What follows belongs to an exercise in optimizing a design on an open flow for small area, a short achievable clock period and few clock cycles; a production flow would make more cautious choices.
In this exercise RTL edits were held to simulation tests only and were not proved equivalent to the original.

Setup of run 1:
==> flow/design.v (excerpt) <==
module Dual_mode_neuron (
    input wire clk,
    input wire rstn,
    input wire mode,     
    input wire signed [26 : 0] i_in,    
    output wire signed [26 : 0] v,
    output reg signed [26:0] h_0,
    output reg done
);
Size in the first run: about 85 I/O pins, about 0.11 mm2 of cells after synthesis.
export LEC_CHECK = 0
export ABC_AREA = 1
export CAP_MARGIN = 30
export CORE_MARGIN = 2
export CORE_UTILIZATION = 40
export PLACE_DENSITY = 0.55
export SETUP_SLACK_MARGIN = 4
export SLEW_MARGIN = 30
create_clock -name core_clock -period 11.0 [get_ports {clk}]
run.sh (not shown) runs the stock make flow with config.mk's settings and CLKGATE_MAP_FILE= SYNTH_SCRIPT=/design/flow/synth_recipe.tcl, a recipe that flattens the netlist after the stock synthesis.
Run 1 finished all stages; the layout is clean.
Testbench counts of run 1, summed over its fixed seeds: cycles 489,012.
Changes in run 2 relative to run 1:
diff --git a/flow/config.mk b/flow/config.mk
--- a/flow/config.mk
+++ b/flow/config.mk
@@ -11,3 +11,3 @@
 export CORE_UTILIZATION = 40
-export PLACE_DENSITY = 0.55
+export PLACE_DENSITY = 0.75
 export SETUP_SLACK_MARGIN = 4
- Sequential share of layout area: run 1 vs run 2, no meaningful difference
- Looking at capture point of the worst path, the pr1[29] result is from run 1; the pr1[20] one comes from run 2.
- Run comparison: run 2 worst setup path startpoint sH[5]; run 1 worst setup path startpoint mode
- Delta (run 2 minus run 1): maximum clock rate shows a reduction of 1.5%; global-route usage now sits lower; final cell utilization of the core stayed essentially flat; worst hold slack has increased.
- Cell with the largest stage delay on the worst path: sky130_fd_sc_hd__nor2_2 -> run 2, sky130_fd_sc_hd__nor3_1 -> run 1
For run 3, these inputs were changed with respect to run 2:
diff --git a/flow/config.mk b/flow/config.mk
--- a/flow/config.mk
+++ b/flow/config.mk
@@ -7,3 +7,2 @@
 export LEC_CHECK = 0
-export ABC_AREA = 1
 export CAP_MARGIN = 30
@@ -12,3 +11,3 @@
 export PLACE_DENSITY = 0.75
-export SETUP_SLACK_MARGIN = 4
+export SETUP_SLACK_MARGIN = 3.5
 export SLEW_MARGIN = 30
- [compare] base=run 2 new=run 3: worst-case setup slack after placement +310 ps, post-synthesis share of cell area spent on and, or, nand and nor gates -6.2 points, number of gates on the worst path with buffers counted +1, number of cell instances on the worst register-to-register path +1, cell count after placement -about 16%.
- On worst setup slack: run 3 sits below run 2.
- What run 3 reported for count of non-CTS buffers in the layout has to be multiplied by 0.884 to get the figure for run 2.
- Comparing run 2 against run 3, there is no change at all in fraction of registers with async set/reset.
- Looking only at shortest clock period the worst path allows after layout, and setting everything else aside, the higher value of run 3 and run 2 goes to run 3.
- Compared with run 2, run 3 shows a lower met2 layer wire length in the routed design.
- Any difference in utilization between run 2 and run 3 is small enough to ignore.

---

Dual_mode_neuron again, from the RTL that the note above started with.
clock: 11.0 ns
lec_check: 0
abc_area: 1
cap_margin: 30
core_margin: 2
core_utilization: 40
place_density: 0.75
setup_slack_margin: 3.5
slew_margin: 30
Testbench counts at the start, summed over its fixed seeds: cycles 489,012.
Change:
--- a/flow/config.mk
+++ b/flow/config.mk
@@ -11,4 +11,5 @@
 export CORE_UTILIZATION = 40
 export PLACE_DENSITY = 0.75
-export SETUP_SLACK_MARGIN = 3.5
+export SETUP_SLACK_MARGIN = 4
 export SLEW_MARGIN = 30
+export TNS_END_PERCENT = 30
What happened:
- final cell count grows by 0.40%
- worst setup slack gets better by 0.41 ns
- register-to-register slack gains 0.39 ns
Change:
--- a/flow/config.mk
+++ b/flow/config.mk
@@ -10,6 +10,5 @@
 export CORE_MARGIN = 2
 export CORE_UTILIZATION = 40
-export PLACE_DENSITY = 0.75
-export SETUP_SLACK_MARGIN = 4
+export PLACE_DENSITY = 0.65
+export SETUP_SLACK_MARGIN = 3.5
 export SLEW_MARGIN = 30
-export TNS_END_PERCENT = 30
Register-to-register slack is worse by 0.34 ns.
Worst hold slack gets worse by 0.019 ns.

---

## before
Dual_mode_neuron again, from the RTL that the note above started with.
Settings: LEC_CHECK=0, ABC_AREA=1, CAP_MARGIN=30, CORE_MARGIN=2, CORE_UTILIZATION=40, PLACE_DENSITY=0.75, SETUP_SLACK_MARGIN=5, SLEW_MARGIN=30; clock period 11.0 ns.
Testbench counts of before, summed over its fixed seeds: cycles 489,012.
The following lists how after was set up differently from before:
- SETUP_SLACK_MARGIN now 4, was 5
- PLACE_DENSITY now 0.45, was 0.75
--- outcome ---
Of before and after, the higher per-cell via count in the routed design belongs to before. Changes observed in after relative to before: maximum frequency went down, tapcell count did not really move, row count did not really move. Diff before -> after: share of cell area taken by flip-flops and latches higher. after: count of vias placed by the detailed router 4.3% below before. On post-placement cell area, before and after are basically level.

---

Starting RTL as in the previous note.
==> flow/design.v (excerpt) <==
module Dual_mode_neuron (
    input wire clk,
    input wire rstn,
    input wire mode,     
    input wire signed [26 : 0] i_in,    
    output wire signed [26 : 0] v,
    output reg signed [26:0] h_0,
    output reg done
);
function [26:0] ext;     
    input [22:0] c;
    ext = {{2{c[22]}}, c[21:0], {3{c[22]}}};
endfunction
reg  signed [26:0] Vm, m_0, n_0;      
reg  signed [26:0] ACC;              
reg         [20:0] TAH;              
reg                aflag;            
reg                pflag;            
reg                vflag;            
reg                bflag;            
reg  signed [26:0] ma, mb;
reg         [2:0]  mtag;             
reg         [44:0] pr0, pr1, pr2;
reg                psg;
reg                t1, t2, t4, t5;   
reg  signed [26:0] MO_X, MO_M, MO_N, MO_H;
reg                mvM, mvN, mvH;
wire [44:0] pr0_n, pr1_n, pr2_n;
mul27_cs3 mul (.a(ma), .b(mb), .r0(pr0_n), .e1r(pr1_n), .e2r(pr2_n));
wire [44:0] psum = pr0 + pr1 + pr2;
wire signed [26:0] mres = {psg, psum[44:19]};
always @(posedge clk) begin
    pr0 <= pr0_n;
    pr1 <= pr1_n;
    pr2 <= pr2_n;
  ...
Settings: LEC_CHECK=0, ABC_AREA=1, CAP_MARGIN=30, CORE_MARGIN=2, CORE_UTILIZATION=40, PLACE_DENSITY=0.65, SETUP_SLACK_MARGIN=4.25, SLEW_MARGIN=30; clock period 11.0 ns.
The first run completed with no timing, DRC or antenna violations.
Testbench counts at the start, summed over its fixed seeds: cycles 489,012.
Change:
Settings changed: CORE_UTILIZATION 40 to 47, PLACE_DENSITY 0.65 to 0.75, SETUP_SLACK_MARGIN 4.25 to 4.
After rerunning:
- via count went up slightly
- clock skew came out lower by 40 ps
- die area goes down by about a fifth
- critical path depth goes down by 13
- count of clock-buffer cells in the layout falls by 10
- cell area went down by a few percent
- routed wire length drops by a few percent
- sequential share of layout area grows by 0.65 points

-- static timing again, ports no longer ideal --
How much do the figures lean on ideal ports? The routed layouts below were timed once more, with nothing changed but the port constraints.
Step 1: set_driving_cell puts a clkbuf_16 on clk and a buf_2 on each other input, an assumption about the parent block.
Step 2, shift: input delay + t, output delay - t, t = (earliest + latest rising clock arrival at the registers) / 2. This alone moves slack from input paths to output paths.
Three values: ideal ports, drivers, drivers and shift; two values: the first two.
run	t, ns	setup WS [ns]	cell pins on the clock port's net
run 1	0.962	4.009 / 4.023 / 3.111	1
run 2	0.972	3.902 / 3.902 / 3.006	1
run 3	0.960	3.337 / 3.337 / 2.590	1
the first run of note 2	0.966	3.442 / 3.474 / 2.548	1
the second run of note 2	0.963	3.848 / 3.859 / 2.950	1
the third run of note 2	0.966	3.518 / 3.523 / 2.618	1
before	0.977	4.084 / 4.084 / 3.650	1
after	0.988	3.900 / 3.900 / 3.053	1
the first run of note 4	0.957	3.860 / 3.860 / 3.274	1
the second run of note 4	0.958	3.901 / 3.901 / 3.062	1
After both steps setup and hold are still met in every run listed. For the third run of note 2, which loses most, drivers alone change the setup slack by +0.005 ns; drivers and shift together by -0.900 ns.
